Source: an optimization exercise on an open RTL-to-GDS flow (aim: a short achievable clock period and few clock cycles). Production flows keep margins and buffers that such runs may drop.
Function was checked by simulation only, so behaviour that the tests miss may differ from the original.
Power and IR drop assume default switching activity.

==> inputs of 01-03 <==
## mips_cpu
module mips_cpu(
  input  logic        clk,
  input  logic        resetn,
  output logic        imem_req_vld,
  output logic [31:0] imem_req_addr,
  input  logic        imem_rsp_vld,
  input  logic [31:0] imem_rsp_data,
  output logic        dmem_req_vld,
  output logic        dmem_req_rnw,
  output logic [31:0] dmem_req_addr,
  output logic [31:0] dmem_req_data,
  input  logic        dmem_rsp_vld,
  input  logic [31:0] dmem_rsp_data
);
  logic [31:0] pc_q;         
  logic [31:0] pcn_q;        
  logic [31:0] f_pc;
  logic [31:0] ras_q;        
  logic        trk_vld;      
  logic [4:0]  trk_reg;
  logic [31:0] trk_val;
  logic        fd_vld;
  logic [31:0] fd_pc4;
  logic [31:0] fd_ins;
  logic [31:0] fd_rsv;       
  logic [31:0] fd_rtv;
  logic        fd_pred;      
  logic        fd_bfix;      
  logic        fd_bq;        
  logic [31:0] fd_bcx;       
  logic        fd_fe_rs, fd_fe_rt;   
  logic        fd_fs_rs, fd_fs_rt;   
  logic        fd_fm_rs, fd_fm_rt;   
  logic        fd_fw_rs, fd_fw_rt;   
  logic        fd_lu;                
  logic [31:0] fd_ptgt;      
  logic        de_vld;
  logic [31:0] de_a;         
  logic [31:0] de_bx;        
  logic [31:0] de_x;         
  ...
==> flow/config.mk <==
export PLATFORM = sky130hd
export DESIGN_NAME = mips_cpu
export DESIGN_NICKNAME = mips_cpu
export VERILOG_FILES = /design/flow/design.v
export SDC_FILE = /design/flow/constraint.sdc
export NUM_CORES = 4
export LEC_CHECK = 0
export CAP_MARGIN = 20
export CORE_MARGIN = 2
export CORE_UTILIZATION = 35
export PLACE_DENSITY = 0.45
export SETUP_SLACK_MARGIN = 4.0
export SLEW_MARGIN = 20
export SYNTH_HIERARCHICAL = 1
==> flow/constraint.sdc <==
create_clock -name core_clock -period 7.5 [get_ports {clk}]
set_input_delay 1.5000 -clock core_clock [delete_from_list [all_inputs] [get_ports {clk}]]
set_output_delay 1.5000 -clock core_clock [all_outputs]
set_load 0.01 [all_outputs]
run.sh (not shown) runs the stock make flow with config.mk's settings and CLKGATE_MAP_FILE= SYNTH_SCRIPT=/design/flow/synth_recipe.tcl, a recipe that flattens the netlist after the stock synthesis.
==> 10-17: changes against 01-03 <==
CORE_UTILIZATION = 30   (was 35)
PLACE_DENSITY = 0.4   (was 0.45)
SETUP_SLACK_MARGIN = 4.3   (was 4.0)
SYNTH_HIERARCHICAL = default   (was 1)
==> comparison table <==
Result of the run: 10-17 complete, no violations; 01-03 complete, no violations
Cell depth of the worst flop-to-flop path: 10-17 11; 01-03 12
Final-layout non-clock buffer area share: 10-17 12.70%; 01-03 9.162%
Initial standard-cell utilization of the core: 10-17 30.22%; 01-03 35.16%
Drt wl/cell: 10-17 44.35 µm; 01-03 43.63 µm
Core ar.: 10-17 0.2946 mm²; 01-03 0.2567 mm²
Element type at the critical path start: 10-17 register; 01-03 input port
Total placed instance area: 10-17 0.09882 mm²; 01-03 0.09820 mm²
Maximum number of pins on one net before global-route repair: 10-17 89; 01-03 104
Number of inserted filler cells in the final layout: 10-17 28270; 01-03 24300
Data required time at the worst endpoint: 10-17 8320 ps; 01-03 8140 ps
Global-route wire length before repair: 10-17 772700 µm; 01-03 748700 µm
Number of optimization iterations in the first detailed-route pass: 10-17 10; 01-03 9
Proportion of layout cells with a drive suffix above 1: 10-17 26.94%; 01-03 21.67%
Stage delay of the slowest cell on the critical path: 10-17 780 ps; 01-03 550 ps
Fmax: 10-17 0.2721 GHz; 01-03 0.2774 GHz
DP Worst Slack: 10-17 1625 ps; 01-03 1556 ps
Synth Instances: 10-17 8912; 01-03 8944
Total Power: 10-17 35240 µW; 01-03 33880 µW
Total inserted antenna cells: 10-17 40; 01-03 36
Number of placed instances with taps included: 10-17 12640; 01-03 12140
Clock power frac: 10-17 30.8%; 01-03 31.8%
Combinational share of power: 10-17 31.3%; 01-03 29.3%
Leak: 10-17 0.04318 µW; 01-03 0.04074 µW
Testbench counts of 01-03, summed over its fixed seeds: cycles 68,961.
Testbench counts of 10-17, summed over its fixed seeds: cycles 68,961.

---

==> trial 63 <==
mips_cpu again, from the RTL that the note above started with.
clock: 7.5 ns
lec_check: 0
cap_margin: 20
core_margin: 2
core_utilization: 30
place_density: 0.4
setup_slack_margin: 4.3
slew_margin: 20
synth_hierarchical: 1
==> build 62 (differences from trial 63) <==
SETUP_SLACK_MARGIN = 5.0   (was 4.3)
==> notes <==
First-iteration DRC count: build 62 is larger than trial 63 (about 7%). Synthesized area is the same in trial 63 and build 62. Between build 62 and trial 63, the lower combinational power is in trial 63 (gap about 10%, measured against trial 63). Sequential cell count is the same in build 62 and trial 63. In die area, build 62 and trial 63 do not differ. Between trial 63 and build 62, the lower utilization is in trial 63 (gap 3.0 points). In trial 63 the clock-buffer cell count is higher than in build 62, by 20. In build 62 the cell count is higher than in trial 63, by 2.7%. In sequential power, trial 63 and build 62 hardly differ.
Testbench counts of trial 63, summed over its fixed seeds: cycles 68,961.
Testbench counts of build 62, summed over its fixed seeds: cycles 68,961.

[afterwards: timing with drivers on the ports]
In the flow no input, the clock included, has a driving cell. The finished layouts below were timed again as built, in two steps. Step 1, drivers: a clkbuf_16 drives clk and a buf_2 each remaining input, both assumed. Step 2 times the ports against the registers' clock, not the clock port: input delays grow and output delays shrink by t, the midpoint of the rising clock arrivals with the driver on. Slacks: ideal ports / drivers / drivers and shift; pairs: ideal ports / drivers.
run | t, ns | setup slack, ns | clock arrival spread, ns | slew at the worst register clock pin (ns) | worst slew at a driven data input, ns
01-03 | 0.978 | 3.895 / 3.896 / 2.998 | 0.060 / 0.060 | 0.07 / 0.07 | 0.06
10-17 | 1.032 | 3.824 / 3.824 / 3.053 | 0.085 / 0.085 | 0.07 / 0.07 | 0.10
trial 63 | 1.048 | 3.936 / 3.936 / 2.976 | 0.078 / 0.078 | 0.07 / 0.07 | 0.12
build 62 | 1.047 | 3.928 / 3.928 / 3.081 | 0.085 / 0.085 | 0.07 / 0.07 | 0.12
After both steps setup and hold are still met in every run listed. The setup slack of trial 63, which loses most, moves by 0.000 ns with the drivers and by -0.960 ns with both steps.
